Context: an optimization exercise on an open-source flow, tuned for small area, a short achievable clock period and few clock cycles per item. The choices shown serve that exercise and are no tape-out recipe.
The RTL was checked by simulation tests, not by an equivalence proof against the original design.

==> v19: inputs <==
## main_sync
module main_sync(clk, rst, ld_we, ld_addr, ld_data, start, a_addr, b_addr, c_addr,
		count, ready, done, result, rd_addr, rd_data);
parameter N = 32;
input clk;
input rst;
input ld_we;
input [3:0] ld_addr;
input [N-1:0] ld_data;
input start;
input [3:0] a_addr;
input [3:0] b_addr;
input [3:0] c_addr;
input [3:0] count;
output ready;
output reg done;
output [N-1:0] result;
input [3:0] rd_addr;
output reg [N-1:0] rd_data;
reg busy;
reg [3:0] e;       
reg [3:0] dst;
reg [N-1:0] X;     
reg [15:0] X_one, X_two, X_neg;   
reg [N-1:0] P;     
wire [N-1:0] ra, rb, rr;
wire [N-1:0] sq, prod;
wire [N-1:0] X_next = busy ? sq : ra;
wire [15:0] one_next, two_next, neg_next;
wire last = busy & (e[3:1] == 3'd0);
wire we = busy ? last : (start ? (count == 4'd0) : ld_we);
wire [3:0] waddr = busy ? dst : (start ? c_addr : ld_addr);
wire [N-1:0] wdata = busy ? prod : (start ? rb : ld_data);
reg_sync register(.clk(clk), .rst(rst), .we(we), .waddr(waddr), .wdata(wdata),
		.raddr_1(a_addr), .raddr_2(b_addr), .raddr_3(rd_addr),
		.rdata_1(ra), .rdata_2(rb), .rdata_3(rr));
sq32 square(.x(X), .p(sq));
booth_enc encode(.y(X_next), .one(one_next), .two(two_next), .neg(neg_next));
mul32_booth_enc mult(.x(P), .one(X_one), .two(X_two), .neg(X_neg), .p(prod));
assign ready = ~busy;
assign result = P;
always @(posedge clk) begin
	rd_data <= rr;
	X <= X_next;
	X_one <= one_next;
	X_two <= two_next;
	X_neg <= neg_next;
	if (busy) begin
		if (e[0]) P <= prod;
		e <= e >> 1;
	end else begin
		P <= rb;
		e <= count;
		dst <= c_addr;
	end
	if (rst) begin
		busy <= 1'b0;
		done <= 1'b0;
	end else begin
		done <= busy ? last : (start & (count == 4'd0));
		if (busy) busy <= ~last;
		else busy <= start & (count != 4'd0);
	end
end
endmodule
Settings: LEC_CHECK=0, ABC_CLOCK_PERIOD_IN_PS=6000, CAP_MARGIN=20, CORE_MARGIN=2, CORE_UTILIZATION=35, PLACE_DENSITY=0.5, SETUP_SLACK_MARGIN=4, SLEW_MARGIN=20; clock period 10.0 ns.
standard.sh (not shown) runs the stock make flow with config.mk's settings and CLKGATE_MAP_FILE= SYNTH_SCRIPT=/design/flow/synth_recipe.tcl, a recipe that flattens the netlist after the stock synthesis.
==> flow/flow/run.sh <==
#!/bin/bash
# Own flow: the standard layout, with Yosys's synth told not to run its
# early "abc -fast" pass (SYNTH_ARGS=-noabc). That pass rewrites the
# multiplier's full-adder logic so that extract_fa later finds most full
# adders with an inverted input or output, and the flow then adds about one
# inverter per full adder. Everything else, including the later ABC mapping,
# the flip-flops and their names, is the standard flow's.
set -euo pipefail
cd "$(dirname "$0")/.."
bash standard.sh SYNTH_ARGS=-noabc finish > run_standard.log 2>&1
==> v6 (differences from v19) <==
==> flow/flow/run.sh (replaced) <==
#!/bin/bash
# Own flow: the standard layout with two changes.
# 1. Yosys's synth does not run its early "abc -fast" pass (SYNTH_ARGS=-noabc).
#    That pass rewrites the multiplier's full-adder logic so that extract_fa
#    later finds most full adders with an inverted input or output, and about
#    one inverter per full adder is added. The later ABC mapping, the
#    flip-flops and their names are the standard flow's.
# 2. Every input and output port still gets its own buffer, but a buf_1
#    (BUFFER_PORTS_ARGS) instead of the delay buffer buffer_ports picks by
#    default; repair may still resize it.
set -euo pipefail
cd "$(dirname "$0")/.."
bash standard.sh SYNTH_ARGS=-noabc "BUFFER_PORTS_ARGS=-buffer_cell sky130_fd_sc_hd__buf_1" finish > run_standard.log 2>&1
--- a/flow/config.mk
+++ b/flow/config.mk
@@ -9,6 +9,9 @@
 export CAP_MARGIN = 20
 export CORE_MARGIN = 2
 export CORE_UTILIZATION = 35
+export CTS_BUF_LIST = sky130_fd_sc_hd__clkbuf_16
+export CTS_CLUSTER_DIAMETER = 80
+export CTS_CLUSTER_SIZE = 20
 export PLACE_DENSITY = 0.5
-export SETUP_SLACK_MARGIN = 4
+export SETUP_SLACK_MARGIN = 3.8
 export SLEW_MARGIN = 20
==> notes <==
In v6 the utilization is lower than in v19, by 2.3 points. Between v6 and v19, the lower cell count is in v6 (gap about 1.1%, measured against v19). Register-to-register slack: v19 is better than v6 (190 ps). Die area is the same in v6 and v19. Count of clock-buffer cells in the layout: v6 is lower than v19 (62). Between v19 and v6, the lower via count is in v6 (gap about 0.7%, measured against v6). Flip-flop and latch count is the same in v6 and v19.
==> figures <==
	v19	v6
Run status	finished clean	finished clean
Layout buffering overhead excluding clock cells	6.41%	4.73%
Setup slack on the worst flop-to-flop path	4040 ps	3840 ps
Total area of sequential cells	18800 µm²	18800 µm²
Setup fix buffers added after clock tree synthesis	59	58
Global-route wire length before repair	317000 µm	313000 µm
Number of global-route vias before repair	40.4k	39.4k
Worst Path Buf+Inv	4	3
Met1 Wirelength	85400 µm	85200 µm
Normalized max-slew margin	24.3%	18.6%
Post-placement setup slack	3040 ps	3100 ps
Worst skew pair latency	710 ps	700 ps
Plain + repair buffers	366	360
Weighted congestion at the end of routability-driven global placement	0.920	0.924
Met2 demand-to-capacity share in global routing	45.6%	45.7%
Testbench counts of v19, summed over its fixed seeds: cycles 35,421, commands 8,192.
Testbench counts of v6, summed over its fixed seeds: cycles 35,421, commands 8,192.

static timing again, ports no longer ideal:
How much do the figures lean on ideal ports? The routed layouts below were timed once more, with nothing changed but the port constraints. Step 1: set_driving_cell puts a clkbuf_16 on clk and a buf_2 on each other input, an assumption about the parent block. Step 2, shift: input delay + t, output delay - t, t = (earliest + latest rising clock arrival at the registers) / 2. This alone moves slack from input paths to output paths. a / b / c = ideal / step 1 / step 2; a / b = the first two.
run	t (ns)	setup slack, ns	clock arrival spread, ns	pins driven straight from the clock port
v19	0.760	4.035 / 4.035 / 3.383	0.056 / 0.055	1
v6	0.728	3.840 / 3.840 / 3.693	0.097 / 0.096	1
After both steps every run listed still meets setup and hold. For v19, which loses most, drivers alone change the setup slack by 0.000 ns; drivers and shift together by -0.652 ns.
